Source: an optimization exercise on an open RTL-to-GDS flow (aim: small area and a short achievable clock period). Production flows keep margins and buffers that such runs may drop.
RTL that was checked went through simulation tests only; none was proved equivalent to the original.
Function not checked in runs 1 and 2: the RTL went through the layout flow alone.

==> flow/design.v <==
`timescale 1ns / 1ps
module Cordic_Machine(clock_pulse, reset, x_input, y_input, z_input, x_output, y_output, z_output, flag);
	input clock_pulse;
	input reset;  
	input signed [24:0] x_input;
	input signed [24:0] y_input;
	input signed [24:0] z_input;
	output signed [24:0] x_output;
	output signed [24:0] y_output;
	output signed [24:0] z_output;
	output flag;
	reg signed [24:0] x, y, z;
	reg [4:0] k, kyn;
	wire [4:0] kx = k;
	wire [4:0] ky = ~kyn;
	reg load;  
	wire [31:0] kdec = 32'd1 << k;
	wire [24:0] atan;
	assign atan[0] = |(kdec & 32'h000a2ff0);
	assign atan[1] = |(kdec & 32'h00051794);
	assign atan[2] = |(kdec & 32'h00028bec);
	assign atan[3] = |(kdec & 32'h000145c4);
	assign atan[4] = |(kdec & 32'h0000a2e0);
	assign atan[5] = |(kdec & 32'h00005160);
	assign atan[6] = |(kdec & 32'h000028bc);
	assign atan[7] = |(kdec & 32'h00001454);
	assign atan[8] = |(kdec & 32'h00000a22);
	assign atan[9] = |(kdec & 32'h00000514);
	assign atan[10] = |(kdec & 32'h0000028c);
	assign atan[11] = |(kdec & 32'h00000146);
	assign atan[12] = |(kdec & 32'h000000a6);
	assign atan[13] = |(kdec & 32'h00000056);
	assign atan[14] = |(kdec & 32'h0000002c);
	assign atan[15] = |(kdec & 32'h00000012);
	assign atan[16] = |(kdec & 32'h00000008);
	assign atan[17] = |(kdec & 32'h00000004);
	assign atan[18] = |(kdec & 32'h00000002);
	assign atan[19] = |(kdec & 32'h00000001);
	assign atan[20] = 1'b0;
	assign atan[21] = 1'b0;
	assign atan[22] = 1'b0;
	assign atan[23] = 1'b0;
	assign atan[24] = 1'b0;
	reg cx, cy;    
	wire [24:0] xi = x ^ {25{cx}};
	wire [24:0] yi = y ^ {25{cy}};
	wire fx = cx ^ (x[24] & ~load);
	wire fy = cy ^ (y[24] & ~load);
	wire signed [25:0] xe = {fx, xi};
	wire signed [25:0] ye = {fy, yi};
	wire signed [25:0] xsh = xe >>> kx;
	wire signed [25:0] ysh = ye >>> ky;
	wire [24:0] xa = load ? x_input : x;
	wire [24:0] ya = load ? y_input : y;
	wire [24:0] za = load ? z_input : z;
	wire [24:0] xn, yn, zn;
	bk_add25 ax (.a(xa), .b(ysh[24:0]), .ci(cy), .s(xn));
	bk_add25 ay (.a(ya), .b(xsh[24:0]), .ci(cx), .s(yn));
	bk_add25 az (.a(za), .b(atan ^ {25{cy}}), .ci(cy), .s(zn));
	always @(posedge clock_pulse) begin
		if (reset) begin
			k <= 5'd31;
			kyn <= 5'd0;
			load <= 1'b1;
			cx <= 1'b0;
			cy <= 1'b0;
		end else begin
			cx <= zn[24] & (k != 5'd20);
			cy <= ~zn[24] & (k != 5'd20);
			k <= (k == 5'd20) ? 5'd31 : k + 5'd1;
			kyn <= (kyn == 5'd11) ? 5'd0 : kyn - 5'd1;
			load <= (k == 5'd20);
		end
		x <= xn;
		y <= yn;
		z <= zn;
	end
	assign flag = (k == 5'd20);
	assign x_output = x;
	assign y_output = y;
	assign z_output = z;
endmodule
module bk_add25(a, b, ci, s);
	input [24:0] a, b;
	input ci;
	output [24:0] s;
	wire [25:0] g0 = {a & b, ci};
	wire [25:0] p0 = {a ^ b, 1'b0};
	wire g_0_1 = g0[1] | (p0[1] & g0[0]);
	wire p_0_1 = p0[1] & p0[0];
	wire g_0_3 = g0[3] | (p0[3] & g0[2]);
	wire p_0_3 = p0[3] & p0[2];
	wire g_0_5 = g0[5] | (p0[5] & g0[4]);
	wire p_0_5 = p0[5] & p0[4];
	wire g_0_7 = g0[7] | (p0[7] & g0[6]);
	wire p_0_7 = p0[7] & p0[6];
	wire g_0_9 = g0[9] | (p0[9] & g0[8]);
	wire p_0_9 = p0[9] & p0[8];
	wire g_0_11 = g0[11] | (p0[11] & g0[10]);
	wire p_0_11 = p0[11] & p0[10];
	wire g_0_13 = g0[13] | (p0[13] & g0[12]);
	wire p_0_13 = p0[13] & p0[12];
	wire g_0_15 = g0[15] | (p0[15] & g0[14]);
	wire p_0_15 = p0[15] & p0[14];
	wire g_0_17 = g0[17] | (p0[17] & g0[16]);
	wire p_0_17 = p0[17] & p0[16];
	wire g_0_19 = g0[19] | (p0[19] & g0[18]);
	wire p_0_19 = p0[19] & p0[18];
	wire g_0_21 = g0[21] | (p0[21] & g0[20]);
	wire p_0_21 = p0[21] & p0[20];
	wire g_0_23 = g0[23] | (p0[23] & g0[22]);
	wire p_0_23 = p0[23] & p0[22];
	wire g_0_25 = g0[25] | (p0[25] & g0[24]);
	wire p_0_25 = p0[25] & p0[24];
	wire g_1_2 = g0[2] | (p0[2] & g_0_1);
	wire p_1_2 = p0[2] & p_0_1;
	wire g_1_3 = g_0_3 | (p_0_3 & g_0_1);
	wire p_1_3 = p_0_3 & p_0_1;
	wire g_1_6 = g0[6] | (p0[6] & g_0_5);
	wire p_1_6 = p0[6] & p_0_5;
	wire g_1_7 = g_0_7 | (p_0_7 & g_0_5);
	wire p_1_7 = p_0_7 & p_0_5;
	wire g_1_10 = g0[10] | (p0[10] & g_0_9);
	wire p_1_10 = p0[10] & p_0_9;
	wire g_1_11 = g_0_11 | (p_0_11 & g_0_9);
	wire p_1_11 = p_0_11 & p_0_9;
	wire g_1_14 = g0[14] | (p0[14] & g_0_13);
	wire p_1_14 = p0[14] & p_0_13;
	wire g_1_15 = g_0_15 | (p_0_15 & g_0_13);
	wire p_1_15 = p_0_15 & p_0_13;
	wire g_1_18 = g0[18] | (p0[18] & g_0_17);
	wire p_1_18 = p0[18] & p_0_17;
	wire g_1_19 = g_0_19 | (p_0_19 & g_0_17);
	wire p_1_19 = p_0_19 & p_0_17;
	wire g_1_22 = g0[22] | (p0[22] & g_0_21);
	wire p_1_22 = p0[22] & p_0_21;
	wire g_1_23 = g_0_23 | (p_0_23 & g_0_21);
	wire p_1_23 = p_0_23 & p_0_21;
	wire g_2_4 = g0[4] | (p0[4] & g_1_3);
	wire p_2_4 = p0[4] & p_1_3;
	wire g_2_5 = g_0_5 | (p_0_5 & g_1_3);
	wire p_2_5 = p_0_5 & p_1_3;
	wire g_2_6 = g_1_6 | (p_1_6 & g_1_3);
	wire p_2_6 = p_1_6 & p_1_3;
	wire g_2_7 = g_1_7 | (p_1_7 & g_1_3);
	wire p_2_7 = p_1_7 & p_1_3;
	wire g_2_12 = g0[12] | (p0[12] & g_1_11);
	wire p_2_12 = p0[12] & p_1_11;
	wire g_2_13 = g_0_13 | (p_0_13 & g_1_11);
	wire p_2_13 = p_0_13 & p_1_11;
	wire g_2_14 = g_1_14 | (p_1_14 & g_1_11);
	wire p_2_14 = p_1_14 & p_1_11;
	wire g_2_15 = g_1_15 | (p_1_15 & g_1_11);
	wire p_2_15 = p_1_15 & p_1_11;
	wire g_2_20 = g0[20] | (p0[20] & g_1_19);
	wire p_2_20 = p0[20] & p_1_19;
	wire g_2_21 = g_0_21 | (p_0_21 & g_1_19);
	wire p_2_21 = p_0_21 & p_1_19;
	wire g_2_22 = g_1_22 | (p_1_22 & g_1_19);
	wire p_2_22 = p_1_22 & p_1_19;
	wire g_2_23 = g_1_23 | (p_1_23 & g_1_19);
	wire p_2_23 = p_1_23 & p_1_19;
	wire g_3_8 = g0[8] | (p0[8] & g_2_7);
	wire p_3_8 = p0[8] & p_2_7;
	wire g_3_9 = g_0_9 | (p_0_9 & g_2_7);
	wire p_3_9 = p_0_9 & p_2_7;
	wire g_3_10 = g_1_10 | (p_1_10 & g_2_7);
	wire p_3_10 = p_1_10 & p_2_7;
	wire g_3_11 = g_1_11 | (p_1_11 & g_2_7);
	wire p_3_11 = p_1_11 & p_2_7;
	wire g_3_12 = g_2_12 | (p_2_12 & g_2_7);
	wire p_3_12 = p_2_12 & p_2_7;
	wire g_3_13 = g_2_13 | (p_2_13 & g_2_7);
	wire p_3_13 = p_2_13 & p_2_7;
	wire g_3_14 = g_2_14 | (p_2_14 & g_2_7);
	wire p_3_14 = p_2_14 & p_2_7;
	wire g_3_15 = g_2_15 | (p_2_15 & g_2_7);
	wire p_3_15 = p_2_15 & p_2_7;
	wire g_3_24 = g0[24] | (p0[24] & g_2_23);
	wire p_3_24 = p0[24] & p_2_23;
	wire g_3_25 = g_0_25 | (p_0_25 & g_2_23);
	wire p_3_25 = p_0_25 & p_2_23;
	wire g_4_16 = g0[16] | (p0[16] & g_3_15);
	wire p_4_16 = p0[16] & p_3_15;
	wire g_4_17 = g_0_17 | (p_0_17 & g_3_15);
	wire p_4_17 = p_0_17 & p_3_15;
	wire g_4_18 = g_1_18 | (p_1_18 & g_3_15);
	wire p_4_18 = p_1_18 & p_3_15;
	wire g_4_19 = g_1_19 | (p_1_19 & g_3_15);
	wire p_4_19 = p_1_19 & p_3_15;
	wire g_4_20 = g_2_20 | (p_2_20 & g_3_15);
	wire p_4_20 = p_2_20 & p_3_15;
	wire g_4_21 = g_2_21 | (p_2_21 & g_3_15);
	wire p_4_21 = p_2_21 & p_3_15;
	wire g_4_22 = g_2_22 | (p_2_22 & g_3_15);
	wire p_4_22 = p_2_22 & p_3_15;
	wire g_4_23 = g_2_23 | (p_2_23 & g_3_15);
	wire p_4_23 = p_2_23 & p_3_15;
	wire g_4_24 = g_3_24 | (p_3_24 & g_3_15);
	wire p_4_24 = p_3_24 & p_3_15;
	wire g_4_25 = g_3_25 | (p_3_25 & g_3_15);
	wire p_4_25 = p_3_25 & p_3_15;
	assign s = p0[25:1] ^ {g_4_24, g_4_23, g_4_22, g_4_21, g_4_20, g_4_19, g_4_18, g_4_17, g_4_16, g_3_15, g_3_14, g_3_13, g_3_12, g_3_11, g_3_10, g_3_9, g_3_8, g_2_7, g_2_6, g_2_5, g_2_4, g_1_3, g_1_2, g_0_1, g0[0]};
endmodule
==> flow/flow/run.sh <==
#!/bin/bash
# Standard layout, with the port buffers made of the smallest buffer cell.
export BUFFER_PORTS_ARGS="-buffer_cell sky130_fd_sc_hd__buf_1"
export CTS_ARGS="-sink_clustering_enable -repair_clock_nets -buf_list {sky130_fd_sc_hd__clkbuf_4 sky130_fd_sc_hd__clkbuf_8} -dont_use_dummy_load"
bash standard.sh > standard.log 2>&1
==> flow/standard.sh <==
#!/bin/bash
# synth_recipe.tcl (not shown) runs the flow's synth.tcl, then flattens the netlist and writes it again
# the make line also repeats each setting of config.mk as NAME=value (left out here)
make -C /OpenROAD-flow-scripts/flow DESIGN_CONFIG=/design/flow/config.mk WORK_HOME=/design/flow/orfs CLKGATE_MAP_FILE= SYNTH_SCRIPT=/design/flow/synth_recipe.tcl "${@:-finish}"
==> flow/config.mk <==
export PLATFORM = sky130hd
export DESIGN_NAME = Cordic_Machine
export DESIGN_NICKNAME = Cordic_Machine
export VERILOG_FILES = /design/flow/design.v
export SDC_FILE = /design/flow/constraint.sdc
export NUM_CORES = 4
export LEC_CHECK = 0
export CAP_MARGIN = 20
export CORE_MARGIN = 2
export CORE_UTILIZATION = 60
export SETUP_SLACK_MARGIN = 1.8
export SLEW_MARGIN = 20
==> flow/constraint.sdc <==
create_clock -name core_clock -period 6.0 [get_ports {clock_pulse}]
set_input_delay 1.2000 -clock core_clock [delete_from_list [all_inputs] [get_ports {clock_pulse}]]
set_output_delay 1.2000 -clock core_clock [all_outputs]
set_load 0.01 [all_outputs]
==> results of run 1 <==
-- cells in the mapped netlist, types with 10 or more instances --
cell type and number:
sky130_fd_sc_hd__mux4_2 28, sky130_fd_sc_hd__mux2i_1 45, sky130_fd_sc_hd__ha_1 77, sky130_fd_sc_hd__fa_1 13, sky130_fd_sc_hd__nand2_1 93, sky130_fd_sc_hd__o21a_1 12
sky130_fd_sc_hd__and2_1 10, sky130_fd_sc_hd__dfxtp_1 88, sky130_fd_sc_hd__nor2b_1 21, sky130_fd_sc_hd__mux2_2 82, sky130_fd_sc_hd__a211oi_1 21, sky130_fd_sc_hd__clkbuf_1 46
sky130_fd_sc_hd__o21ai_0 56, sky130_fd_sc_hd__a21oi_1 87, sky130_fd_sc_hd__xnor2_1 89, sky130_fd_sc_hd__a21o_1 19, sky130_fd_sc_hd__xor2_1 50, sky130_fd_sc_hd__nor2_1 89
sky130_fd_sc_hd__buf_1 12, sky130_fd_sc_hd__inv_1 39
-- per-layer routing --
layer | up-vias | track usage
li1 | 4250 | -
met1 | 4047 | 0.402
met2 | 270 | 0.475
met3 | 32 | 0.0603
met4 | 0 | 0.0746
met5 | - | 0
-- worst max-delay path: stages, from the launching register on --
cell	delay, ns
sky130_fd_sc_hd__dfxtp_4	0.42
sky130_fd_sc_hd__buf_4	0.15
sky130_fd_sc_hd__mux4_2	0.56
sky130_fd_sc_hd__xnor2_4	0.18
sky130_fd_sc_hd__mux2i_2	0.22
sky130_fd_sc_hd__o21ai_0	0.13
sky130_fd_sc_hd__a21oi_2	0.20
sky130_fd_sc_hd__ha_1	0.25
sky130_fd_sc_hd__a21o_1	0.18
sky130_fd_sc_hd__a21o_1	0.19
sky130_fd_sc_hd__a2111o_1	0.47
sky130_fd_sc_hd__a21oi_2	0.19
sky130_fd_sc_hd__o31ai_2	0.11
sky130_fd_sc_hd__o41a_1	0.40
sky130_fd_sc_hd__a21o_1	0.20
sky130_fd_sc_hd__a21oi_2	0.13
sky130_fd_sc_hd__xnor2_1	0.12
-- per-stage QoR --
step	setup slack [ns]	util	hold slack [ns]	area, um^2	std cells
final	1.82	0.719	0.639	11000	1459
after detailed placement	0.996	0.662	0.627	10100	1412
after global placement	1.07	0.662	0.612	10100	1412
after CTS	1.79	0.690	0.636	10600	1434
after global routing	1.63	0.719	0.646	11000	1459
after floorplan	1.80	-	0.558	9470	1101
-- sequential cells by signal, indices dropped and copies added, names as in the netlist --
register  flops
z            25
load          1
y            25
x            25
kyn           5
cx            1
cy            1
k             5
-- final cells by class --
type / count / area share
Clock buffer: 9 / 0.0112
Sequential cell: 88 / 0.162
Multi-Input combinational cell: 908 / 0.696
Timing Repair Buffer: 203 / 0.0927
Inverter: 40 / 0.0136
Tap cell: 211 / 0.0240
-- worst paths after layout --
check | startpoint | end | cells after the start
min | kyn[0] | kyn[0] | 2
max reg2reg | k[0] | y[24] | 16
max | k[0] | y[24] | 16
min reg2reg | kyn[0] | kyn[0] | 2
-- timing repair --
| action | in CTS | in global routing |
|---|---|---|
| setup buffers | 13 | 25 |
| setup endpoints to repair | 52 | 27 |
| resized for setup | 48 | 53 |
| pin swaps | 8 | 30 |
-- kinds of logic after synthesis --
family / after synthesis
compound gates: 260
xor+xnor: 139
fa+ha+maj: 90
buf+inv: 105
flops: 88
mux: 155
simple gates: 264
==> results list, run 1 <==
- In the final routed layout, each cell accounts on average for 17.5 um.
- Vert. Die Dim: 129 um
- Headroom to the max-slew limit came out at 0.303.
* Worst setup skew after layout: 0.0246 ns
- Dominant combinational cell family by area after synthesis: multiplexers
- CTS H-Tree Depth: 3
- Counting the buffers created by CTS gives 9.
* Post-Synth Adder-Cell Area: 0.130
- Registers take 1790 um^2.
- Along the worst path, the maximum fanout reaches 6.
- For this design, the sink count on the clock tree is 88.
- Of the total synthesized cell area, the portion taken by AND, OR, NAND and NOR gates is 0.126.
- CP Data Arrival Time: 4.51 ns
* Area fraction in compound gates after synthesis: 0.174
* Area of the core: 15300 um^2
- Before antenna repair, the detailed router went through 5 iterations.
- Final setup violation count: 0
- Top post-synthesis cells by area: sky130_fd_sc_hd__dfxtp_1 (19%), sky130_fd_sc_hd__ha_1 (10%), sky130_fd_sc_hd__mux2_2 (9.8%)
* Final-stage net count: 1417
- Number of placed I/O pins: 153
- Largest buffer count on any clock path: 2
* Effective utilization at floorplan: 0.617
- After detailed routing, the number of vias per cell comes to 5.89.
- Root buffer cell: sky130_fd_sc_hd__clkbuf_8
- Antenna cell count: 0
- Accumulated negative setup slack: 0 ns
- sky130_fd_sc_hd__dfxtp_1 takes more of the synthesized area than any other cell.
- STA classifies the critical path endpoint as a register.
- The die covers 16800 um^2.
- Number of antenna violations at the first check in global routing: 0
* Routed Antenna Nets: 0
- The number of global-route vias before repair was 7514.
- At the later pin of the worst-skew pair, clock insertion delay measures 0.40 ns.
- Total length of routed wires: 25600 um
- Max layer used: met4
- The first global-routing pass estimated 38400 um of wire.
- Synthesis produced a netlist whose cell count is 1101.
- Number of distinct library cell variants in the gate-level netlist after synthesis: 62
- TritonCTS built the clock tree.
- Synth-to-Final Area Change: 16.7%
- Most frequent standard cell in the layout excluding fill and tap cells: sky130_fd_sc_hd__buf_1
- Global route total overflow: 0
- Detailed routing placed a total of 12200 um of wire on met2.
* Met3 WL: 1600 um
- After clock tree synthesis, the clock-pin slew on the worst setup and hold paths is 0.10 ns.
* Initial detailed-routing violation count: 609
* Drc violations: 0
* Pins Over Slew Limit: 0
- The number of hold violations in the final report was 0.
- The path class of the tightest hold or removal check is reg2reg.
- Detailed routing inserted a total of 8599 vias.
- Entering global routing, the biggest net connects 58 pins.
- Fill cell count: 1303
* Count of input and output buffers: 152
* Number of rows in the core area: 45
- Post-layout min period: 4.18 ns
* Portion of synthesized cell area occupied by the leading cell type: 0.187
* YS warnings: 1
* Slew at the pin closest to its max-slew limit: 1.04 ns
- Maximum capacitance violations: 0
- Share of synthesized flip-flops with an asynchronous set or reset: 0
- Number of synthesized register bits: 88
- Yosys mapped a number of flops with a built-in enable equal to 0.
* Result of the run: no timing/DRC/antenna violations
- The number of nets in the synthesized netlist is 1268.
- In the layout the commonest cells are sky130_fd_sc_hd__buf_1 (152), sky130_fd_sc_hd__nand2_1 (92), sky130_fd_sc_hd__nor2_1 (88), sky130_fd_sc_hd__mux2_2 (81), sky130_fd_sc_hd__dfxtp_1 (80).
* Synthesized area per cell: 8.58 um^2
- Layout cell share with drive strength beyond 1: 0.202
- Cts hold-fix bufs: 0
* Placed wire-length estimate after detailed placement: 18800 um
- Most common flop cell mapped by yosys: sky130_fd_sc_hd__dfxtp_1
* GRT Total Usage: 0.293
- Category of the most critical setup path: reg2reg
* Mux share of post-synthesis cell area: 0.212
- The worst setup path is launched from a register.
- Worst path required time: 6.32 ns
- M1 wire length: 11500 um
- Multi-input gate area in the final layout: 7670 um^2
* Xor/xnor cell area share of the yosys netlist: 0.129
- The congestion estimate from routability-driven global placement came to 0.944.
* Sequential-to-total area share from yosys stat: 0.187
- Of the available clock period, the critical path in the final layout requires 0.697.
- Die Span X: 129 um
- Across all register-to-register paths, the minimum setup slack is 1.82 ns.
* Post-Syn Area: 9440 um^2
- Setup repair after global routing could not meet its margin everywhere.
- Timing would allow up to 239 MHz.
==> run 2, diff against run 1 <==
--- a/flow/config.mk
+++ b/flow/config.mk
@@ -8,5 +8,5 @@
 export CAP_MARGIN = 20
 export CORE_MARGIN = 2
 export CORE_UTILIZATION = 60
-export SETUP_SLACK_MARGIN = 1.8
+export SETUP_SLACK_MARGIN = 2.0
 export SLEW_MARGIN = 20
==> run 2 against run 1 <==
Compared with the run above:
- cell count grew 1.4%
- sequential share of layout area shrank 0.73 points
- clock-buffer cell count is the same
- maximum frequency grew 0.69%
- global-route usage grew 1.4 points
- via count grew 3.4%
- area after synthesis is the same
- final area grew 4.8%
- synthesized cell count is the same
- critical endpoint unchanged
- highest routed layer unchanged
==> results list, run 2 <==
- Result of the run: no timing/DRC/antenna violations
- The cell count after synthesis came out at 1101.
- Wire per inst: 18.7 um
* Maximum number of pins on one net before global-route repair: 51
- Row generation in the floorplan step produced 45 rows.
* Worst Setup Start Kind: register
- For this design, the CTS-stage hold fixing added 0 buffers.
* Maximum capacitance violations: 0
- Sequential-to-total area share from yosys stat: 0.187
- The tree is rooted in a sky130_fd_sc_hd__clkbuf_8.
* Count of input and output buffers: 152
- The initial utilization of the core area, before any placement, comes to 0.617.
- Most frequent cell after synthesis: sky130_fd_sc_hd__nand2_1
- Subtracting the final worst setup slack from the clock period gives 4.15 ns.
- Clk sink count: 88
- Initial detailed-routing violation count: 739
- Based on the critical path, the design can be clocked at up to 241 MHz.
- Beginning of the worst register-to-register path: k[0]
- The later pin in the worst-skew pair is clocked with a latency of 0.40 ns.
- HP Start: kyn[2]
- Number of distinct library cell variants in the gate-level netlist after synthesis: 62
- Worst path required time: 6.32 ns
- Top library cells by usage in the layout, fill and taps aside: sky130_fd_sc_hd__buf_1 (152), sky130_fd_sc_hd__nand2_1 (91), sky130_fd_sc_hd__nor2_1 (88), sky130_fd_sc_hd__mux2_2 (80), sky130_fd_sc_hd__dfxtp_1 (80)
- Accumulated negative setup slack: 0 ns
- Number of antenna violations at the first check in global routing: 0
- For the pin with the worst max-slew slack, the measured transition is 1.20 ns.
- In the final layout, the registers with the most flip-flops are x: 25 flops, y: 25 flops, z: 25 flops.
- Setup repair after global routing could not meet its margin everywhere.
- Relative to the synthesized area, the layout overhead comes to 22.3%.
- Worst r2r dst: y[24]
- Placed wire-length estimate after detailed placement: 19300 um
* Category of the most critical setup path: reg2reg
- Post-Syn Area: 9440 um^2
* CP startpoint: k[0]
* Biggest area consumer among synthesized cells: sky130_fd_sc_hd__dfxtp_1
- Vert. Die Dim: 129 um
- Among all flip-flop cells after synthesis, the most frequent one is sky130_fd_sc_hd__dfxtp_1.
- Die Span X: 129 um
* Final setup violation count: 0
- Vias per cell: 6.01
- Worst slew margin: 0.199
- Number of clock buffers inserted by TritonCTS: 9
- For this run, the detailed router's first-pass iteration total came to 5.
- For this run, design rule violations remaining after detail routing come to 0.
- In the final design database the tool counted 1437 nets.
* Global-route wire length before repair: 40300 um
- Of the cells placed in the final design, the portion with a size suffix greater than 1 is 0.250.
* Synthesized area per cell: 8.58 um^2
- Final Wtd Congestion: 0.991
- GRT Total Usage: 0.308
* Ratio of final minimum period to clock period: 0.692
- Number of placed I/O pins: 153
* Most frequent standard cell in the layout excluding fill and tap cells: sky130_fd_sc_hd__buf_1
- CTS tree: yes
- Die Footprint: 16800 um^2
- Global route total overflow: 0
- Share of synthesized flip-flops with an asynchronous set or reset: 0
- Counting along the longest clock path gives a buffer depth of 2.
- Number of synthesized register bits: 88
* Worst setup skew after layout: 0.0302 ns
* Clock edge transition at the registers on the reported setup and hold paths: 0.11 ns
* CP Capture Type: register
- Hold Vio Cnt, Final: 0
* Vias in the first global route: 7889
* Top post-synthesis cells by area: sky130_fd_sc_hd__dfxtp_1 (19%), sky130_fd_sc_hd__ha_1 (10%), sky130_fd_sc_hd__mux2_2 (9.8%)
- Counting cells, the worst reg-to-reg path comes to 19.
- CTS built an H-tree with a depth of 3.
* Class of the worst hold path: reg2reg
* Routed Antenna Nets: 0
- Of all nets on the critical path, the largest fanout is 16.
- CP Data Arrival Time: 4.47 ns
* Last element of the critical path: y[24]
- Number of nets in the synthesized netlist: 1268
* Antenna cell count: 0
- YS warnings: 1
* Number of enable-type register cells in the synthesized netlist: 0
- For flop-to-flop paths, the worst setup slack is 1.85 ns.
* Pins Over Slew Limit: 0
* Portion of synthesized cell area occupied by the leading cell type: 0.187
- The final layout contains routed wiring with a total length of 27600 um.
- The commonest cells after synthesis are sky130_fd_sc_hd__nand2_1 (93), sky130_fd_sc_hd__nor2_1 (89), sky130_fd_sc_hd__xnor2_1 (89).
- Vias: 8890
- Area of the core: 15300 um^2
## run 2: how the worst min path moves through the flow
stage	cells past startpoint	endpoint	slack, ns
2_1_floorplan	1	y[0]	0.60
3_3_place_gp	2	kyn[2]	0.56
3_5_place_dp	2	kyn[2]	0.57
4_1_cts	2	kyn[2]	0.59
5_1_grt	2	kyn[2]	0.63
6_report	2	kyn[2]	0.58
## run 2: layer usage
| layer | GRT usage | wire, um |
|---|---|---|
| met5 | 0 | 0 |
| met4 | 0.0835 | 685 |
| met3 | 0.0396 | 1930 |
| met2 | 0.500 | 13300 |
| met1 | 0.433 | 11800 |
## run 2: worst max-delay path, cell delays in order (launching register included)
cell,delay [ns]
sky130_fd_sc_hd__dfxtp_4,0.40
sky130_fd_sc_hd__buf_4,0.16
sky130_fd_sc_hd__buf_12,0.15
sky130_fd_sc_hd__and2_1,0.14
sky130_fd_sc_hd__a211oi_1,0.25
sky130_fd_sc_hd__a21oi_1,0.10
sky130_fd_sc_hd__xor2_1,0.22
sky130_fd_sc_hd__nor2_1,0.07
sky130_fd_sc_hd__a311oi_2,0.30
sky130_fd_sc_hd__a311oi_2,0.09
sky130_fd_sc_hd__a21oi_1,0.17
sky130_fd_sc_hd__ha_1,0.27
sky130_fd_sc_hd__a21o_1,0.20
sky130_fd_sc_hd__a2111o_1,0.44
sky130_fd_sc_hd__a21oi_4,0.20
sky130_fd_sc_hd__o31ai_4,0.08
sky130_fd_sc_hd__o41a_1,0.33
sky130_fd_sc_hd__a21o_1,0.22
sky130_fd_sc_hd__a21oi_2,0.15
sky130_fd_sc_hd__xnor2_1,0.12
## run 2: logic make-up (layout without fill, tap and decap cells)
family / after synthesis / after routing / share of synthesized area
xor+xnor: 139 / 139 / 0.129
flops: 88 / 88 / 0.187
simple gates: 264 / 264 / 0.126
fa+ha+maj: 90 / 90 / 0.130
compound gates: 260 / 260 / 0.174
buf+inv: 105 / 272 / 0.0427
mux: 155 / 155 / 0.212
## run 2: final cells by class
class,instances,area (um^2)
multi-input cells,908,8010
fillers,1181,3760
flip-flops and latches,88,1790
repair buffers,222,1200
well taps,211,264
inverters,40,160
clock buffers,9,124
repair inverters,1,5.00
## run 2: metrics by stage
step	area (um^2)	utilization	hold slack [ns]	worst slack [ns]	instances
finish	11500	0.754	0.580	1.85	1479
global route	11500	0.754	0.630	1.63	1479
CTS	10700	0.696	0.589	1.76	1446
detailed placement	10100	0.661	0.566	1.03	1408
global placement	10100	0.661	0.564	1.18	1408
floorplan	9510	-	0.604	2.00	1101
## run 2: what timing repair did
item,in CTS,in global routing
gates cloned,0,1
pin swaps,18,47
buffers inserted,29,32
setup endpoints to repair,53,45
gates resized for setup,37,127
==> run 3, diff against run 2 <==
--- a/flow/design.v
+++ b/flow/design.v
@@ -42,6 +42,7 @@
 	assign atan[23] = 1'b0;
 	assign atan[24] = 1'b0;
 	reg cx, cy;    
+	reg czn;       
 	wire [24:0] xi = x ^ {25{cx}};
 	wire [24:0] yi = y ^ {25{cy}};
 	wire fx = cx ^ (x[24] & ~load);
@@ -56,7 +57,7 @@
 	wire [24:0] xn, yn, zn;
 	bk_add25 ax (.a(xa), .b(ysh[24:0]), .ci(cy), .s(xn));
 	bk_add25 ay (.a(ya), .b(xsh[24:0]), .ci(cx), .s(yn));
-	bk_add25 az (.a(za), .b(atan ^ {25{cy}}), .ci(cy), .s(zn));
+	bk_add25 az (.a(za), .b(atan ^ {25{~czn}}), .ci(~czn), .s(zn));
 	always @(posedge clock_pulse) begin
 		if (reset) begin
 			k <= 5'd31;
@@ -64,9 +65,11 @@
 			load <= 1'b1;
 			cx <= 1'b0;
 			cy <= 1'b0;
+			czn <= 1'b1;
 		end else begin
 			cx <= zn[24] & (k != 5'd20);
 			cy <= ~zn[24] & (k != 5'd20);
+			czn <= zn[24] | (k == 5'd20);
 			k <= (k == 5'd20) ? 5'd31 : k + 5'd1;
 			kyn <= (kyn == 5'd11) ? 5'd0 : kyn - 5'd1;
 			load <= (k == 5'd20);
--- a/flow/config.mk
+++ b/flow/config.mk
@@ -8,5 +8,5 @@
 export CAP_MARGIN = 20
 export CORE_MARGIN = 2
 export CORE_UTILIZATION = 60
-export SETUP_SLACK_MARGIN = 2.0
+export SETUP_SLACK_MARGIN = 1.75
 export SLEW_MARGIN = 20
==> run 3 against run 2 <==
Compared with the run above:
- critical path depth decreased by 5
- synthesized cell count increased by 2.1%
- critical endpoint unchanged
- largest cell class unchanged
- highest routed layer unchanged
==> results list, run 3 <==
- Result of the run: no timing/DRC/antenna violations
- In this run the standard cell core region covers 15700 um^2.
- Based on the critical path, the design can be clocked at up to 245 MHz.
- Vert. Die Dim: 130 um
* Post-layout instance count excluding filler cells: 1459
* Final Wtd Congestion: 0.933
- Number of clock buffers inserted by TritonCTS: 9
- Drc violations: 0
- Largest registers: x: 25 flops, y: 25 flops, z: 25 flops
- Effective utilization at floorplan: 0.609
* DP Area: 10200 um^2
- Yosys mapped the design onto 62 distinct sky130hd cell types.
- Detailed placement finished with a half-perimeter wire length of 19400 um.
* Drt first pass iters: 6
- Fill cell count: 1428
- No sink is reached through more buffers than the 2 on the longest clock path.
* Vias per cell: 5.75
- Synthesized area per cell: 8.52 um^2
* Layout cell share with drive strength beyond 1: 0.124
- Entering global routing, the biggest net connects 47 pins.
- Counting cells, the worst reg-to-reg path comes to 14.
* Clk sink count: 89
- Placed Instances: 1436
- In this run, the number of DRC markers left after iteration 0 of detailed routing was 560.
- Hold Vio Cnt, Final: 0
* CP startpoint: k[0]
- In this run the core area contains 46 standard-cell rows.
- Portion of synthesized cell area occupied by the leading cell type: 0.186
* CP Buf/Inv Count: 1
- Port buffering added 152 buffers.
* Last element of the critical path: y[24]
- Of all flip-flops after synthesis, the portion carrying an async set or reset was 0.
- CP Data Arrival Time: 4.34 ns
- In this run the critical register-to-register path is launched from k[0].
* Number of antenna violations at the first check in global routing: 0
- 0 antenna diodes ended up in the layout.
- Ordered cell list for the critical path: buf_8 > mux4_2 > xnor2_1 > mux2i_1 > mux4_2 > ha_1 > o21ai_0 > o21ai_0 > nand3_1 > a21oi_1 > o21a_1 > a41o_1 > a21oi_1 > xnor2_1
- The worst setup path is captured at a register.
* Number of nets in the synthesized netlist: 1291
- Final setup violation count: 0
- The count of nets left with antenna violations once routing finished came out at 0.
- For this design, the slowest cell found on the critical path is sky130_fd_sc_hd__mux4_2.
- Clk latency of the worst-skew pair: 0.41 ns
- Worst path required time: 6.26 ns
- Clock tree synthesis selected as its root buffer the cell sky130_fd_sc_hd__clkbuf_8.
* Worst setup skew after layout: 0.0414 ns
* Cell family with the largest share of critical-path delay: multiplexers
- Vias: 8395
- CTS H-Tree Depth: 3
- For the pin with the worst max-slew slack, the measured transition is 0.811 ns.
- The most used flip-flop cell after synthesis is sky130_fd_sc_hd__dfxtp_1.
* Ratio of final minimum period to clock period: 0.680
- In this run the worst path has a maximum fanout of 17.
- Most frequent cell after synthesis: sky130_fd_sc_hd__nand2_1
* Vias in the first global route: 7306
- Top post-synthesis cells by area: sky130_fd_sc_hd__dfxtp_1 (19%), sky130_fd_sc_hd__ha_1 (10%), sky130_fd_sc_hd__xnor2_1 (9.1%)
- Setup repair after global routing could not meet its margin everywhere.
- Max stage delay on crit path: 0.54 ns
- Biggest area consumer among synthesized cells: sky130_fd_sc_hd__dfxtp_1
- Worst Setup Start Kind: register
- The total overflow left after global routing is 0.
- Maximum capacitance violations: 0
- Relative to the synthesized area, the layout overhead comes to 10.3%.
* Worst r2r dst: y[24]
- Category of the most critical setup path: reg2reg
* Number of placed I/O pins: 153
* Number of enable-type register cells in the synthesized netlist: 0
* Die Span X: 130 um
* Number of synthesized register bits: 89
- Cell count after synthesis: 1124
* Global-route wire length before repair: 38100 um
- Die Footprint: 17000 um^2
- Pins Over Slew Limit: 0
- Final-stage net count: 1412
- In this run the worst hold path is classified as reg2reg.
- Layout Cell Area excl Fill: 10600 um^2
- For this run, the number of Yosys warnings is 1.
- TritonCTS built the clock tree.
- Worst slew margin: 0.458
* WP depth: 14
- Post-layout min period: 4.08 ns
* Clock edge transition at the registers on the reported setup and hold paths: 0.11 ns
* Accumulated negative setup slack: 0 ns
- Of the synthesized area, sequential elements account for 0.186.
- Leaving out fill and tap cells, the most frequent cell in the layout is sky130_fd_sc_hd__buf_1.
* GRT Total Usage: 0.289
- Wire per inst: 17.1 um
- Worst-case register-to-register setup slack: 1.92 ns
- Top library cells by usage in the layout, fill and taps aside: sky130_fd_sc_hd__buf_1 (152), sky130_fd_sc_hd__nand2_1 (109), sky130_fd_sc_hd__xnor2_1 (100), sky130_fd_sc_hd__a21oi_1 (95), sky130_fd_sc_hd__dfxtp_1 (82)
* Cts hold-fix bufs: 0
- The final layout contains routed wiring with a total length of 25000 um.
- Finished Core Util: 0.672
- Top post-synthesis cells by count: sky130_fd_sc_hd__nand2_1 (109), sky130_fd_sc_hd__xnor2_1 (100), sky130_fd_sc_hd__a21oi_1 (97)
- Summing every instance area after synthesis gives 9580 um^2.
==> run 3: cell types whose count changed after synthesis, sizes merged, moves of 5 or more <==
cell and change:
nand2 +16, a21oi +10, mux4 -6, mux2i +26, xnor2 +11, buf +9
mux2 -10, o21bai +5, o21a -8, nor2 -10, o21ai -7, nor2b -7
a31oi +10, clkbuf -5
==> run 3: cells by family after synthesis <==
| kind of cell | after synthesis | synth area share |
|---|---|---|
| xor+xnor | 148 | 0.135 |
| simple gates | 268 | 0.131 |
| fa+ha+maj | 90 | 0.128 |
| mux | 165 | 0.211 |
| compound gates | 253 | 0.162 |
| flops | 89 | 0.186 |
| buf+inv | 111 | 0.0465 |
==> run 3: final cells by class <==
type / count / area, um^2 / area share
clock buffer: 9 / 124 / 0.0117
inverter: 42 / 159 / 0.0150
multi-input combinational: 924 / 7390 / 0.700
sequential: 89 / 1810 / 0.171
tap: 216 / 270 / 0.0256
timing repair buffer: 179 / 815 / 0.0771
==> run 3: how the worst min path moves through the flow <==
| stage | start | end | cells past startpoint |
|---|---|---|---|
| 2_1_floorplan | cy | x[0] | 1 |
| 4_1_cts | kyn[4] | kyn[4] | 2 |
| 5_1_grt | kyn[4] | kyn[4] | 2 |
| 3_3_place_gp | kyn[4] | kyn[4] | 2 |
| 6_report | kyn[4] | kyn[4] | 2 |
| 3_5_place_dp | kyn[4] | kyn[4] | 2 |
==> run 3: timing repair <==
item / 4_1_cts / 5_1_grt
pin swaps: 0 / 1
resized for setup: 5 / 17
setup endpoints to repair: 37 / 35
buffers inserted: 0 / 14
==> run 3: through the flow <==
step	setup WS [ns]	hold WS (ns)
after floorplan	2.17	0.519
after global placement	1.38	0.529
after detailed placement	1.29	0.534
after CTS	1.73	0.561
after global routing	1.70	0.603
final	1.92	0.556
==> run 3: tightest hold or removal path: stages, from the launching register on <==
cell and delay (ns):
sky130_fd_sc_hd__dfxtp_1 0.37, sky130_fd_sc_hd__xor2_1 0.08, sky130_fd_sc_hd__nor2_1 0.07
==> run 3: per-layer routing <==
metal  up-vias  global-route usage  share of wire
li1       4236                   -              -
met1      3890               0.430           0.49
met2       249               0.454           0.45
met3        20              0.0283          0.052
met4         0              0.0695          0.012
met5         -                   0              0
==> run 4, diff against run 3 <==
--- a/flow/config.mk
+++ b/flow/config.mk
@@ -8,5 +8,5 @@
 export CAP_MARGIN = 20
 export CORE_MARGIN = 2
 export CORE_UTILIZATION = 60
-export SETUP_SLACK_MARGIN = 1.75
+export SETUP_SLACK_MARGIN = 1.6
 export SLEW_MARGIN = 20
==> run 4 against run 3 <==
Compared with the run above:
- still clean on timing, DRC and antenna
- maximum frequency shrank 1.5%
- via count decreased by 1.1%
- setup slack got worse by 0.061 ns
==> results list, run 4 <==
- Number of distinct library cell variants in the gate-level netlist after synthesis: 62
- Maximum capacitance violations: 0
- Root buffer cell: sky130_fd_sc_hd__clkbuf_8
- Initial detailed-routing violation count: 596
- After filler insertion, the fill cell instance count of the layout stands at 1448.
* Layout cell share with drive strength beyond 1: 0.110
* CP Data Arrival Time: 4.40 ns
* Final setup violation count: 0
- Leaving out fill and tap cells, the most frequent cells in the layout are sky130_fd_sc_hd__buf_1 (152), sky130_fd_sc_hd__nand2_1 (109), sky130_fd_sc_hd__xnor2_1 (100), sky130_fd_sc_hd__a21oi_1 (97), sky130_fd_sc_hd__dfxtp_1 (82).
- CP Capture Type: register
- Largest registers: x: 25 flops, y: 25 flops, z: 25 flops
- The number of hold violations in the final report was 0.
* Placed wire-length estimate after detailed placement: 19400 um
- Worst slew margin: 0.465
* Worst setup slack after layout: 1.86 ns
* Antenna cell count: 0
- Max stage delay on crit path: 0.56 ns
- Worst Setup Start Kind: register
* Biggest area consumer among synthesized cells: sky130_fd_sc_hd__dfxtp_1
* Final worst hold slack: 0.556 ns
- Final Wtd Congestion: 0.933
- The flow ran to the end and the layout has no timing, DRC or antenna violations.
- CTS H-Tree Depth: 3
* CP Buf/Inv Count: 1
- For this design, the CTS-stage hold fixing added 0 buffers.
- The number of clock buffers added by TritonCTS is 9.
- Portion of synthesized cell area occupied by the leading cell type: 0.186
- Category of the most critical setup path: reg2reg
- The finished cells cover 10400 um^2.
- Worst reg2reg path depth: 14
- Total length of routed wires: 24700 um
- Relative to the synthesized area, the layout overhead comes to 8.83%.
- Ratio of final minimum period to clock period: 0.691
- Number of synthesized register bits: 89
- In the final routed layout, each cell accounts on average for 17.1 um.
* Vias: 8303
* Most frequent cell after synthesis: sky130_fd_sc_hd__nand2_1
- The floorplan step defined a die boundary enclosing 17000 um^2.
- Most frequent standard cell in the layout excluding fill and tap cells: sky130_fd_sc_hd__buf_1
- Top post-synthesis cells by count: sky130_fd_sc_hd__nand2_1 (109), sky130_fd_sc_hd__xnor2_1 (100), sky130_fd_sc_hd__a21oi_1 (97)
- Buffers placed on the I/O ports in this run total 152.
- Multi-input gate area in the final layout: 7360 um^2
* Slew at the pin closest to its max-slew limit: 0.800 ns
- Sequential-to-total area share from yosys stat: 0.186
* Cell family with the largest share of critical-path delay: multiplexers
- After detailed routing, the number of vias per cell comes to 5.74.
- Ranked by total cell area, the synthesized netlist is headed by sky130_fd_sc_hd__dfxtp_1 (19%), sky130_fd_sc_hd__ha_1 (10%), sky130_fd_sc_hd__xnor2_1 (9.1%).
- Number of nets in the synthesized netlist: 1291
* Die Span X: 130 um
- The signal on the critical path passes through buf_8 > mux4_2 > xnor2_1 > mux2i_1 > mux4_2 > ha_1 > o21ai_0 > o21ai_0 > nand3_1 > a21oi_1 > o21a_1 > a41o_1 > a21oi_1 > xnor2_1.
- CTS tree: yes
- Area of the core: 15700 um^2
- OpenSTA, run right after detailed placement, puts the worst setup slack at 1.29 ns.
- Critical Path Slowest Stage Cell: sky130_fd_sc_hd__dfxtp_4
- Drc violations: 0
- Number of rows in the core area: 46
- After the last flow step, the layout net total stands at 1400.
* Worst path required time: 6.26 ns
- WP depth: 14
- Along the worst path, the maximum fanout reaches 18.
* Maximum number of pins on one net before global-route repair: 47
- Drt first pass iters: 7
* Post-Syn Area: 9580 um^2
- The longest clock path from root to sink contains 2 buffers.
- Synthesized area per cell: 8.52 um^2
- Accumulated negative setup slack: 0 ns
- The tightest min-delay check is of the reg2reg type.
- The sequential cells in the finished layout cover a total of 1810 um^2.
* Most common flop cell mapped by yosys: sky130_fd_sc_hd__dfxtp_1
- For this run the aggregate overflow at the end of global routing stands at 0.
* Worst Hold Depth: 2
* DP Area: 10200 um^2
* Effective utilization at floorplan: 0.609
- Number of placed I/O pins: 153
- Fmax: 241 MHz
- The number of max-slew violations in the final report was 0.
- Routed Antenna Nets: 0
* Clk latency of the worst-skew pair: 0.40 ns
- The worst path needs 4.14 ns of the cycle, external delays included.
- Global-route wire length before repair: 38100 um
- After clock tree synthesis, the clock-pin slew on the worst setup and hold paths is 0.11 ns.
* Share of synthesized flip-flops with an asynchronous set or reset: 0
- The initial antenna violation count came to 0.
- Across every metal layer, demand over resource in global routing totals 0.289.
- Worst setup skew after layout: 0.0427 ns
- The synthesized design contains 0 enable-type register cells.
- Clk sink count: 89
- Setup repair after global routing left no endpoint under its margin.
- For this run, the number of Yosys warnings is 1.
- Cell count after synthesis: 1124
- Vert. Die Dim: 130 um
- Vias in the first global route: 7311
## run 4: cell counts after synthesis
Identical to the previous run, type by type.
## run 4: what timing repair did
action,in CTS,in global routing
endpoints found under the setup margin,17,26
setup buffers,0,2
gates cloned,0,0
gates resized for setup,2,11
## run 4: final timing paths
path,to,slack [ns],startpoint
setup / recovery,y[24],1.86,k[0]
setup reg to reg,y[24],1.86,k[0]
hold / removal,kyn[4],0.56,kyn[4]
hold reg to reg,kyn[4],0.56,kyn[4]
## run 4: tightest hold or removal path, delay by kind of cell (launching register included)
| kind | cells | cell delay (ns) |
|---|---|---|
| XOR/XNOR | 1 | 0.08 |
| flip-flops | 1 | 0.37 |
| AND/OR/NAND/NOR | 1 | 0.07 |
## run 4: kinds of logic after synthesis
kind of cell	Yosys count	synth area share
AOI/OAI and AO/OA	253	0.162
xor gates and xnor gates	148	0.135
adders and majority gates	90	0.128
buffers and inverters	111	0.0465
DFF	89	0.186
muxes	165	0.211
and+or+nand+nor	268	0.131
## run 4: metal layers
| layer | GRT usage | vias up | part of all wire |
|---|---|---|---|
| met5 | 0 | - | 0 |
| met4 | 0.0695 | 0 | 0.012 |
| met3 | 0.0283 | 19 | 0.051 |
| met2 | 0.454 | 266 | 0.45 |
| met1 | 0.430 | 3816 | 0.49 |
| li1 | - | 4202 | - |
## run 4: area by class of cell
| type | instances | share of cell area |
|---|---|---|
| Multi-Input combinational cell | 924 | 0.706 |
| Sequential cell | 89 | 0.173 |
| Timing Repair Buffer | 167 | 0.0672 |
| Tap cell | 216 | 0.0259 |
| Inverter | 42 | 0.0155 |
| Clock buffer | 9 | 0.0119 |
## run 4: per-stage QoR
| step | util | std cells |
|---|---|---|
| 3_5_place_dp | 0.651 | 1436 |
| 5_1_grt | 0.663 | 1447 |
| 6_report | 0.663 | 1447 |
| 3_3_place_gp | 0.651 | 1436 |
| 4_1_cts | 0.659 | 1445 |
| 2_1_floorplan | - | 1124 |
==> run 5, diff against run 4 <==
--- a/flow/config.mk
+++ b/flow/config.mk
@@ -8,5 +8,5 @@
 export CAP_MARGIN = 20
 export CORE_MARGIN = 2
 export CORE_UTILIZATION = 60
-export SETUP_SLACK_MARGIN = 1.6
+export SETUP_SLACK_MARGIN = 1.9
 export SLEW_MARGIN = 20
==> run 5 against run 4 <==
Compared with the run above:
- still clean on timing, DRC and antenna
- die area stayed put
- worst hold slack hardly changed
- via count is 4.0% higher
- cell count is 2.0% higher
- final area is 4.9% higher
- routed wire length is 4.8% higher
- first-iteration DRC count is 1.0% lower
- clock skew is 0.0016 ns lower
- non-clock buffer count is 29 higher
- critical path type unchanged
- largest cell class unchanged
==> results list, run 5 <==
* Share of synthesized flip-flops with an asynchronous set or reset: 0
- The worst pin sits at a relative slew slack of 0.461.
* Vias per cell: 5.85
- The die is 130 um wide.
- Clk sink count: 89
* Global-route track usage on met3: 0.0283
- Counting the fill cells in the layout gives 1361.
* Vias in the first global route: 7322
* Total length of routed wires: 25900 um
* Area of the core: 15700 um^2
* Clk latency of the worst-skew pair: 0.41 ns
- CP Data Arrival Time: 4.26 ns
- The HPWL after detailed placement is 19400 um.
- Count of input and output buffers: 152
- In the finished design, the share of the clock period the worst path needs comes to 0.661.
* Die Footprint: 17000 um^2
- Of the total synthesized cell area, the portion taken by XOR and XNOR cells is 0.135.
- Largest registers: x: 25 flops, y: 25 flops, z: 25 flops
- Worst path required time: 6.30 ns
- The flow ran to the end and the layout has no timing, DRC or antenna violations.
- TritonCTS built the clock tree.
- After synthesis, the largest family of logic cells by area is multiplexers.
- Ranked by total cell area, the synthesized netlist is headed by sky130_fd_sc_hd__dfxtp_1 (19%), sky130_fd_sc_hd__ha_1 (10%), sky130_fd_sc_hd__xnor2_1 (9.1%).
- Pins Over Slew Limit: 0
- Number of synthesized register bits: 89
- In the layout the commonest cells are sky130_fd_sc_hd__buf_1 (152), sky130_fd_sc_hd__nand2_1 (109), sky130_fd_sc_hd__xnor2_1 (95), sky130_fd_sc_hd__a21oi_1 (90), sky130_fd_sc_hd__dfxtp_1 (82).
- Number of rows in the core area: 46
- The initial antenna violation count is 0.
* GR Layer Usage met1: 0.433
- For this run, the share of the core covered by cells in the final layout is 0.696.
- Adding up every negative setup slack in the final design gives 0 ns.
- For the worst flop-to-flop path, the logic depth is 15.
- Vert. Die Dim: 130 um
- Of the total synthesized cell area, the portion taken by AND, OR, NAND and NOR gates is 0.131.
- Of the post-synthesis cell area, the dominant cell type holds 0.186.
- Number of nets in the synthesized netlist: 1291
- The commonest cells after synthesis are sky130_fd_sc_hd__nand2_1 (109), sky130_fd_sc_hd__xnor2_1 (100), sky130_fd_sc_hd__a21oi_1 (97).
- In the final layout, the multi-input gates occupy 7600 um^2.
- CTS H-Tree Depth: 3
* Maximum capacitance violations: 0
- The final route contains 8639 vias.
* Post-Syn Area: 9580 um^2
- Setup repair after global routing missed its margin: yes
- met2 is the most crowded layer.
- The worst setup path is launched from a register.
* Most frequent cell after synthesis: sky130_fd_sc_hd__nand2_1
* Area fraction in compound gates after synthesis: 0.162
- For this run, the detailed router's first-pass iteration total came to 5.
- The finished cells cover 10900 um^2.
- Global-route wire length before repair: 38400 um
- Fmax: 252 MHz
- Worst setup skew after layout: 0.0411 ns
- The clock period could shrink to 3.96 ns.
- 153 I/O pins were placed.
- Hold Vio Cnt, Final: 0
- DP Area: 10200 um^2
* Sequential cell area in the final layout: 1810 um^2
* Number of clock buffers inserted by TritonCTS: 9
* Worst-path fanout max: 7
- Layout cell share with drive strength beyond 1: 0.162
- After synthesis, the share of cell area in mux cells is 0.211.
- Maximum number of pins on one net before global-route repair: 47
- For this run the aggregate overflow at the end of global routing stands at 0.
* Initial detailed-routing violation count: 590
- Biggest area consumer among synthesized cells: sky130_fd_sc_hd__dfxtp_1
* Number of distinct library cell variants in the gate-level netlist after synthesis: 62
- After the last flow step, the layout net total stands at 1429.
- Worst-case register-to-register setup slack: 2.04 ns
- In the global route stage, overall resource usage came out at 0.291.
- Worst Hold Depth: 2
- Beginning of the worst register-to-register path: kyn[0]
* Cell count after synthesis: 1124
* Worst r2r dst: x[24]
- Post-Synth Adder-Cell Area: 0.128
* Most common flop cell mapped by yosys: sky130_fd_sc_hd__dfxtp_1
- Clock-pin slew was measured on the worst setup and hold paths at 0.09 ns.
* Category of the most critical setup path: reg2reg
- Root buffer cell: sky130_fd_sc_hd__clkbuf_8
* Antenna cell count: 0
* Slew at the pin closest to its max-slew limit: 0.806 ns
- Wire per inst: 17.5 um
- The worst hold path terminates at kyn[4].
- For this run, the number of Yosys warnings is 1.
- Final Wtd Congestion: 0.933
- Sequential-to-total area share from yosys stat: 0.186
* Drc violations: 0
- Synthesized area per cell: 8.52 um^2
- Synth-to-Final Area Change: 14.2%
- The library cell used most frequently in the layout, excluding fill and tap cells, is sky130_fd_sc_hd__buf_1.
- STA classifies the critical path endpoint as a register.
* Largest buffer count on any clock path: 2
- The synthesized design contains 0 enable-type register cells.
- Final setup violation count: 0
- The startpoint identified for the worst hold timing path is kyn[4].
- M2 GR Usage: 0.456
- Class of the worst hold path: reg2reg
- The initial utilization of the core area, before any placement, comes to 0.609.
- Routed Antenna Nets: 0
## run 5: worst max-delay path: stages (launching register included)
cell	delay (ns)
sky130_fd_sc_hd__dfxtp_4	0.41
sky130_fd_sc_hd__buf_4	0.20
sky130_fd_sc_hd__buf_4	0.14
sky130_fd_sc_hd__mux2i_4	0.24
sky130_fd_sc_hd__xnor2_2	0.11
sky130_fd_sc_hd__mux4_2	0.49
sky130_fd_sc_hd__mux4_2	0.56
sky130_fd_sc_hd__ha_1	0.25
sky130_fd_sc_hd__nor4_1	0.29
sky130_fd_sc_hd__o21ai_1	0.14
sky130_fd_sc_hd__nand3_1	0.13
sky130_fd_sc_hd__a21oi_2	0.09
sky130_fd_sc_hd__o21a_1	0.24
sky130_fd_sc_hd__a41o_1	0.28
sky130_fd_sc_hd__a21oi_1	0.18
sky130_fd_sc_hd__xnor2_1	0.13
## run 5: area by class of cell
| class | instances | share of cell area |
|---|---|---|
| flip-flops and latches | 89 | 0.165 |
| repair buffers | 196 | 0.0889 |
| inverters | 42 | 0.0150 |
| multi-input cells | 924 | 0.695 |
| clock buffers | 9 | 0.0113 |
| well taps | 216 | 0.0247 |
## run 5: timing repair
action | in CTS | in global routing
pin swaps | 0 | 7
gates resized for setup | 8 | 65
setup buffers | 2 | 29
hold buffers | 0 | 0
setup endpoints to repair | 49 | 38
## run 5: cells by family (layout without fill, tap and decap cells)
kind of cell / count (synthesis) / in the layout
simple gates: 268 / 268
compound gates: 253 / 253
mux: 165 / 165
xor+xnor: 148 / 148
buf+inv: 111 / 247
fa+ha+maj: 90 / 90
flops: 89 / 89
## run 5: worst max-delay path by stage
| stage | from | end | slack [ns] | depth (start not counted) |
|---|---|---|---|---|
| CTS | kyn[1] | x[24] | 1.87 | 16 |
| floorplan | k[0] | z[18] | 2.17 | 18 |
| finish | kyn[0] | x[24] | 2.04 | 15 |
| global placement | kyn[0] | x[7] | 1.38 | 18 |
| detailed placement | kyn[0] | x[24] | 1.29 | 15 |
| global route | k[0] | y[8] | 1.86 | 19 |
## run 5: metal layers
layer	up-vias	share of wire	wire (um)
li1	4271	-	-
met1	4031	0.48	12300
met2	312	0.45	11700
met3	25	0.058	1490
met4	0	0.014	357
met5	-	0	0
## run 5: through the flow
step / setup slack [ns] / hold WS (ns) / cells
finish: 2.04 / 0.556 / 1476
global route: 1.86 / 0.603 / 1476
CTS: 1.87 / 0.561 / 1447
detailed placement: 1.29 / 0.534 / 1436
global placement: 1.38 / 0.529 / 1436
floorplan: 2.17 / 0.519 / 1124
==> run 6, diff against run 5 <==
--- a/flow/config.mk
+++ b/flow/config.mk
@@ -8,5 +8,5 @@
 export CAP_MARGIN = 20
 export CORE_MARGIN = 2
 export CORE_UTILIZATION = 60
-export SETUP_SLACK_MARGIN = 1.9
+export SETUP_SLACK_MARGIN = 2.0
 export SLEW_MARGIN = 20
==> run 6 against run 5 <==
Compared with the run above:
- critical path depth rose by 2
- synthesized cell count did not move
- largest cell class unchanged
- via count fell by 0.34%
- worst hold slack improved by 0.0018 ns
- area after synthesis did not move
- critical endpoint unchanged
- maximum frequency rose by 0.27%
==> results list, run 6 <==
- The run finished with no timing, DRC or antenna violations.
* Layout cell share with drive strength beyond 1: 0.178
* Clk sink count: 89
- Post-Syn Area: 9580 um^2
- After routing, the total negative slack on setup checks comes to 0 ns.
- Final setup violation count: 0
- Vert. Die Dim: 130 um
- Placed wire-length estimate after detailed placement: 19400 um
- For this run, the number of Yosys warnings is 1.
* Ordered cell list for the critical path: buf_12 > mux2i_2 > xor2_1 > buf_4 > nor2_1 > a211oi_1 > a21oi_1 > mux4_2 > ha_4 > nor4_1 > nor3_2 > nand3_1 > a21oi_2 > o21a_1 > a41o_1 > a21oi_1 > xnor2_1
- Most frequent standard cell in the layout excluding fill and tap cells: sky130_fd_sc_hd__buf_1
- Prior to clock tree synthesis, the placed netlist has a worst setup slack of 1.29 ns.
- Top library cells by usage in the layout, fill and taps aside: sky130_fd_sc_hd__buf_1 (152), sky130_fd_sc_hd__nand2_1 (109), sky130_fd_sc_hd__xnor2_1 (91), sky130_fd_sc_hd__a21oi_1 (86), sky130_fd_sc_hd__dfxtp_1 (82)
- In this run the mean area of a mapped cell was 8.52 um^2.
- Cts hold-fix bufs: 0
* Global route total overflow: 0
* Area of the core: 15700 um^2
- The initial antenna violation count is 0.
- Sequential-to-total area share from yosys stat: 0.186
* Synth-to-Final Area Change: 15.9%
* Post-layout min period: 3.95 ns
* Largest buffer count on any clock path: 2
- Setup repair after global routing could not meet its margin everywhere.
- In this run, distinct cell masters in the synthesized netlist total 62.
- The portion of synthesized area spent on multiplexers is 0.211.
- Largest registers: x: 25 flops, y: 25 flops, z: 25 flops
* Worst-path fanout max: 7
- Effective utilization at floorplan: 0.609
- Worst Setup Start Kind: register
- Setup slack closes at 2.05 ns.
- Worst setup skew after layout: 0.0394 ns
- Drt first pass iters: 5
* Drc violations: 0
- In this run the horizontal extent of the chip is 130 um.
* Max stage delay on crit path: 0.55 ns
- STA classifies the critical path endpoint as a register.
- In the detailed route, the total length drawn on met3 is 1670 um.
- In this run the worst hold path is classified as reg2reg.
* Count of input and output buffers: 152
* CP Buf/Inv Count: 2
* CTS tree: yes
* Length of routed met2 wiring: 11900 um
- Top post-synthesis cells by area: sky130_fd_sc_hd__dfxtp_1 (19%), sky130_fd_sc_hd__ha_1 (10%), sky130_fd_sc_hd__xnor2_1 (9.1%)
- After clock tree synthesis, the clock-pin slew on the worst setup and hold paths is 0.08 ns.
- Entering global routing, the biggest net connects 47 pins.
- Number of synthesized register bits: 89
- Fmax: 253 MHz
- Of the available clock period, the critical path in the final layout requires 0.659.
- At the worst endpoint, the required time is 6.30 ns.
* Total length of routed wires: 26100 um
- Top post-synthesis cells by count: sky130_fd_sc_hd__nand2_1 (109), sky130_fd_sc_hd__xnor2_1 (100), sky130_fd_sc_hd__a21oi_1 (97)
- Area fraction in compound gates after synthesis: 0.162
* Biggest area consumer among synthesized cells: sky130_fd_sc_hd__dfxtp_1
- CTS H-Tree Depth: 3
- Xor/xnor cell area share of the yosys netlist: 0.135
- For this run, the leading register cell type out of synthesis is sky130_fd_sc_hd__dfxtp_1.
- Final worst hold slack: 0.558 ns
* Die Footprint: 17000 um^2
- Maximum capacitance violations: 0
* Pins Over Slew Limit: 0
- GRT Total Usage: 0.293
- The floorplan has 46 rows.
- The share of synthesized area in the top cell type comes to 0.186.
* Number of enable-type register cells in the synthesized netlist: 0
- On the critical path the largest part of the delay comes from compound AO/OA/AOI/OAI gates.
- Final-stage net count: 1435
- The final route contains 8610 vias.
* Root buffer cell: sky130_fd_sc_hd__clkbuf_8
- Global-route wire length before repair: 38600 um
- After synthesis, the share of flip-flops with an asynchronous set or reset is 0.
- Worst slew margin: 0.560
- Cell count after synthesis: 1124
- For this block, the initial DRC count from the detailed router was 671.
- M1 wire length: 12100 um
- Clk latency of the worst-skew pair: 0.40 ns
- Wire per inst: 17.6 um
- Clock tree synthesis inserted a total of 9 buffers.
- Antenna cell count: 0
- Of the total synthesized cell area, the portion taken by AND, OR, NAND and NOR gates is 0.131.
- Using the TritonRoute via totals, the vias-per-cell ratio works out to 5.81.
* Most frequent cell after synthesis: sky130_fd_sc_hd__nand2_1
- Among all stages on the critical path, the largest delay is contributed by sky130_fd_sc_hd__mux4_2.
* Max layer used: met4
- For the pin with the worst max-slew slack, the measured transition is 0.659 ns.
- Post-Synth Adder-Cell Area: 0.128
- In this run the remaining antenna-violating nets after routing total 0.
* Category of the most critical setup path: reg2reg
* Final Wtd Congestion: 0.933
* Dominant combinational cell family by area after synthesis: multiplexers
- Vias in the first global route: 7391
* Hold Vio Cnt, Final: 0
- Number of nets in the synthesized netlist: 1291
* Number of placed I/O pins: 153
* Crit-path most repeated cell: sky130_fd_sc_hd__a21oi_1
- STA puts the critical path data arrival time at 4.25 ns.
run 6: cell counts after synthesis:
No cell type changed its count.
run 6: worst min-delay path: cells and delay by family (launching register included):
kind                      cells  cell delay [ns]
DFF                           1             0.37
xor gates and xnor gates      1             0.08
and+or+nand+nor               1             0.07
run 6: area by class of cell:
| class | instances | area, um^2 |
|---|---|---|
| clock buffer | 9 | 124 |
| fill | 1364 | 4610 |
| inverter | 42 | 159 |
| multi-input combinational | 924 | 7680 |
| sequential | 89 | 1810 |
| tap | 216 | 270 |
| timing repair buffer | 202 | 1050 |
run 6: routing by layer:
metal  global-route usage  up-vias
li1                     -     4276
met1                0.431     3998
met2                0.460      312
met3               0.0295       24
met4               0.0751        0
met5                    0        -
run 6: logic make-up (layout without fill, tap and decap cells):
kind of cell / after synthesis / after routing
adder cells (fa/ha/maj): 90 / 90
flip-flops: 89 / 89
AND/OR/NAND/NOR: 268 / 268
AO/OA/AOI/OAI: 253 / 253
multiplexers: 165 / 165
buffers and inverters: 111 / 253
XOR/XNOR: 148 / 148
run 6: worst paths after layout:
path / startpoint / end / slack [ns] / cells after the start
max: kyn[0] / x[24] / 2.05 / 17
min: kyn[4] / kyn[4] / 0.56 / 2
max reg2reg: kyn[0] / x[24] / 2.05 / 17
min reg2reg: kyn[4] / kyn[4] / 0.56 / 2
run 6: timing repair:
action,CTS,global route
gates resized for setup,15,74
buffers inserted,7,30
pin swaps,0,9
setup endpoints to repair,57,39
run 6: through the flow:
step / std cells / instance area, um^2 / utilization
floorplan: 1124 / 9580 / -
global placement: 1436 / 10200 / 0.651
detailed placement: 1436 / 10200 / 0.651
CTS: 1452 / 10500 / 0.666
global route: 1482 / 11100 / 0.706
finish: 1482 / 11100 / 0.706

-- what the ideal ports hide --
Ports are ideal in the flow. The routed layouts listed here were re-timed in OpenROAD.
Step 1 assumes that a clkbuf_16 drives the clock port and a buf_2 every other input.
Step 2 adds t to the input delays and takes it off the output delays; t is the mean of the earliest and latest rising clock arrival at the registers after step 1. Input paths then give back, and output paths get back, about the clock's delay inside the block.
a / b / c = ideal / step 1 / step 2; a / b = the first two.
run	t, ns	slack for setup (ns)	hold slack, ns	worst setup path at the end	worst slew at a driven data input, ns
run 1	0.427	1.816 / 1.816 / 1.816	0.639 / 0.639 / 0.639	register to register	0.04
run 2	0.424	1.845 / 1.845 / 1.845	0.580 / 0.580 / 0.580	register to register	0.04
run 3	0.429	1.918 / 1.918 / 1.918	0.556 / 0.556 / 0.556	register to register	0.03
run 4	0.423	1.857 / 1.857 / 1.857	0.556 / 0.556 / 0.556	register to register	0.03
run 5	0.426	2.036 / 2.036 / 2.036	0.556 / 0.556 / 0.556	register to register	0.04
run 6	0.425	2.047 / 2.047 / 2.047	0.558 / 0.558 / 0.558	register to register	0.04
After both steps setup and hold are still met in every run listed.
